From an optimization exercise on the open Yosys and OpenROAD flow, aimed at small area and a short achievable clock period; shortcuts taken in it are not production practice. Where RTL was checked, it was by simulation tests only, not by an equivalence proof against the original. No activity file was given, so power comes from the tool's default toggle rates.

## the baseline
// ahb_bus_matrix
module ahb_bus_matrix
(
  input HBUSREQx0,
  input HBUSREQx1,
  input HBUSREQx2,
  input HBUSREQx3,
  input HLOCKx0,
  input HLOCKx1,
  input HLOCKx2,
  input HLOCKx3,
  input [1:0] HTRANSx0,
  input [1:0] HTRANSx1,
  input [1:0] HTRANSx2,
  input [1:0] HTRANSx3,
  input [31:0] HADDRx0,
  input [31:0] HADDRx1,
  input [31:0] HADDRx2,
  input [31:0] HADDRx3,
  input HWRITEx0,
  input HWRITEx1,
  input HWRITEx2,
  input HWRITEx3,
  input [2:0] HSIZEx0,
  input [2:0] HSIZEx1,
  input [2:0] HSIZEx2,
  input [2:0] HSIZEx3,
  input [2:0] HBURSTx0,
  input [2:0] HBURSTx1,
  input [2:0] HBURSTx2,
  input [2:0] HBURSTx3,
  input [31:0] HWDATAx0,
  input [31:0] HWDATAx1,
  input [31:0] HWDATAx2,
  input [31:0] HWDATAx3,
  input HREADYx0,
  input HREADYx1,
  input HREADYx2,
  input HREADYx3,
  input HREADYx4,
  input HREADYx5,
  input HREADYx6,
  input [1:0] HRESPx0,
  input [1:0] HRESPx1,
  input [1:0] HRESPx2,
  input [1:0] HRESPx3,
  input [1:0] HRESPx4,
  input [1:0] HRESPx5,
  input [1:0] HRESPx6,
  input [31:0] HRDATAx0,
  input [31:0] HRDATAx1,
  input [31:0] HRDATAx2,
  input [31:0] HRDATAx3,
  input [31:0] HRDATAx4,
  input [31:0] HRDATAx5,
  input [31:0] HRDATAx6, 
  input [3:0] HSPLITx0,
  input [3:0] HSPLITx1,
  input [3:0] HSPLITx2,
  input [3:0] HSPLITx3,
  input [3:0] HSPLITx4,
  input [3:0] HSPLITx5,
  input [3:0] HSPLITx6,
  output HGRANTx0,
  output HGRANTx1,
  output HGRANTx2,
  output HGRANTx3,
  output HSELx0,
  output HSELx1,
  output HSELx2,
  output HSELx3,
  output HSELx4,
  output HSELx5,
  output HSELx6,
  input HRESETn,
  input HCLK,
  output [1:0] HTRANS,
  output [31:0] HADDR,
  output HWRITE,
  output [2:0] HSIZE,
  output [2:0] HBURST,
  output [31:0] HWDATA,
  output HREADY,
  output [1:0] HRESP,
  output [31:0] HRDATA,
  output [3:0] HMASTER,
  output HMASTLOCK
);
==> flow/config.mk <==
export PLATFORM = sky130hd
export DESIGN_NAME = ahb_bus_matrix
export DESIGN_NICKNAME = ahb_bus_matrix
export VERILOG_FILES = /design/flow/design.v
export SDC_FILE = /design/flow/constraint.sdc
export NUM_CORES = 4
export LEC_CHECK = 0
export CAP_MARGIN = 20
export CORE_AREA = 4 4 156 156
export DIE_AREA = 0 0 160 160
export SETUP_SLACK_MARGIN = 1.4
export SLEW_MARGIN = 20
==> flow/constraint.sdc <==
create_clock -name core_clock -period 4.0 [get_ports {HCLK}]
set_input_delay 0.8000 -clock core_clock [delete_from_list [all_inputs] [get_ports {HCLK}]]
set_output_delay 0.8000 -clock core_clock [all_outputs]
set_load 0.01 [all_outputs]
standard.sh (not shown) runs the stock make flow with config.mk's settings and CLKGATE_MAP_FILE= SYNTH_SCRIPT=/design/flow/synth_recipe.tcl, a recipe that flattens the netlist after the stock synthesis.
==> flow/flow/run.sh <==
#!/bin/bash
# Standard ORFS layout, with:
# - the port buffers made from the smallest buffer cell,
# - I/O pins on met3 (left/right) and met2 or met4 (top/bottom), placed by
#   flow/io_pins.tcl with the pins of each multiplexed output bit together,
set -euo pipefail
export BUFFER_PORTS_ARGS="-buffer_cell sky130_fd_sc_hd__buf_1"
export IO_PLACER_H="met3"
export IO_PLACER_V="met2 met4"
export PRE_IO_PLACEMENT_TCL="$PWD/flow/io_pins.tcl"
bash standard.sh > flow_make.log 2>&1
Other scripts of this flow, unchanged in this note and not shown: flow/flow/io_pins.tcl, flow/flow/pin_groups.txt
For the candidate, these inputs were changed with respect to the baseline:
-- flow/design.v --
<<< the baseline, line 118
assign HWDATA = ({32{d0}} & HWDATAx0) | ({32{d1}} & HWDATAx1) |
                ({32{d2}} & HWDATAx2) | ({32{d3}} & HWDATAx3);
wire [3:0] ah = HADDR[31:28];
wire [6:0] hsel;
assign hsel[0] = ah[3] | (ah[2:0] == 3'd0) | (ah[2:0] == 3'd7);
assign hsel[1] = (ah == 4'h1);
assign hsel[2] = (ah == 4'h2);
assign hsel[3] = (ah == 4'h3);
assign hsel[4] = (ah == 4'h4);
assign hsel[5] = (ah == 4'h5);
assign hsel[6] = (ah == 4'h6);
assign {HSELx6, HSELx5, HSELx4, HSELx3, HSELx2, HSELx1, HSELx0} = hsel;
reg [6:0] ss_x;
>>> the candidate, line 118
assign HWDATA = ({32{d0}} & HWDATAx0) | ({32{d1}} & HWDATAx1) |
                ({32{d2}} & HWDATAx2) | ({32{d3}} & HWDATAx3);
function [6:0] dec;
  input [3:0] a;
  begin
    dec[0] = a[3] | (a[2:0] == 3'd0) | (a[2:0] == 3'd7);
    dec[1] = (a == 4'h1);
    dec[2] = (a == 4'h2);
    dec[3] = (a == 4'h3);
    dec[4] = (a == 4'h4);
    dec[5] = (a == 4'h5);
    dec[6] = (a == 4'h6);
  end
endfunction
wire [6:0] dm0 = dec(HADDRx0[31:28]);
wire [6:0] dm1 = dec(HADDRx1[31:28]);
wire [6:0] dm2 = dec(HADDRx2[31:28]);
wire [6:0] dm3 = dec(HADDRx3[31:28]);
wire [6:0] hsel = ({7{a0}} & dm0) | ({7{a1}} & dm1) |
                  ({7{a2}} & dm2) | ({7{a3}} & dm3);
assign {HSELx6, HSELx5, HSELx4, HSELx3, HSELx2, HSELx1, HSELx0} = hsel;
reg [6:0] ss_x;
[summary]
- Going from the baseline to the candidate, synthesized-area fraction occupied by ao, oa, aoi and oai cells fell 0.90 points, net switching share of the total power rose 0.81 points, least setup slack across all paths after layout rose 220 ps, combinational power fell about 7%.
- Total detailed-routing wirelength: the candidate lower than the baseline
- Higher ratio of final minimum period to clock period goes to the baseline over the candidate.
- Sequential share of layout area of the baseline is on par with the candidate.
- Diff the baseline -> the candidate: count of vias placed by the detailed router went up 2.8%, hold path depth went down 1, synthesized area divided by synthesized cell count held.
Function not checked in the baseline: the RTL went through the layout flow alone.

[re-timing with driven ports]
The flow's constraints put no driver on any port. The routed layouts listed below were extracted and timed again, unchanged, in two steps. Step 1 (the two cells are an assumption about what drives the block):
set clk [get_ports {HCLK}]
set_driving_cell -lib_cell sky130_fd_sc_hd__clkbuf_16 $clk
set_driving_cell -lib_cell sky130_fd_sc_hd__buf_2 [delete_from_list [all_inputs] $clk]
Step 2 moves the port delays by t, midway between the first and last clock arrival at a register: inputs arrive t later, outputs are due t later. That takes back most of the time a late clock gives input paths. a / b / c = no drivers / after step 1 / after step 2; a / b = the first two.
run	t, ns	slack for setup (ns)	worst setup path after step 2	slew at the worst register clock pin (ns)	worst data-port slew with drivers (ns)
the baseline	0.310	1.236 / 1.211 / 1.211	input to output	0.08 / 0.08	0.10
the candidate	0.305	1.454 / 1.418 / 1.400	input to register	0.08 / 0.08	0.06
After both steps every run listed still meets setup and hold. The setup slack of the candidate, which loses most, moves by -0.036 ns with the drivers and by -0.054 ns with both steps.
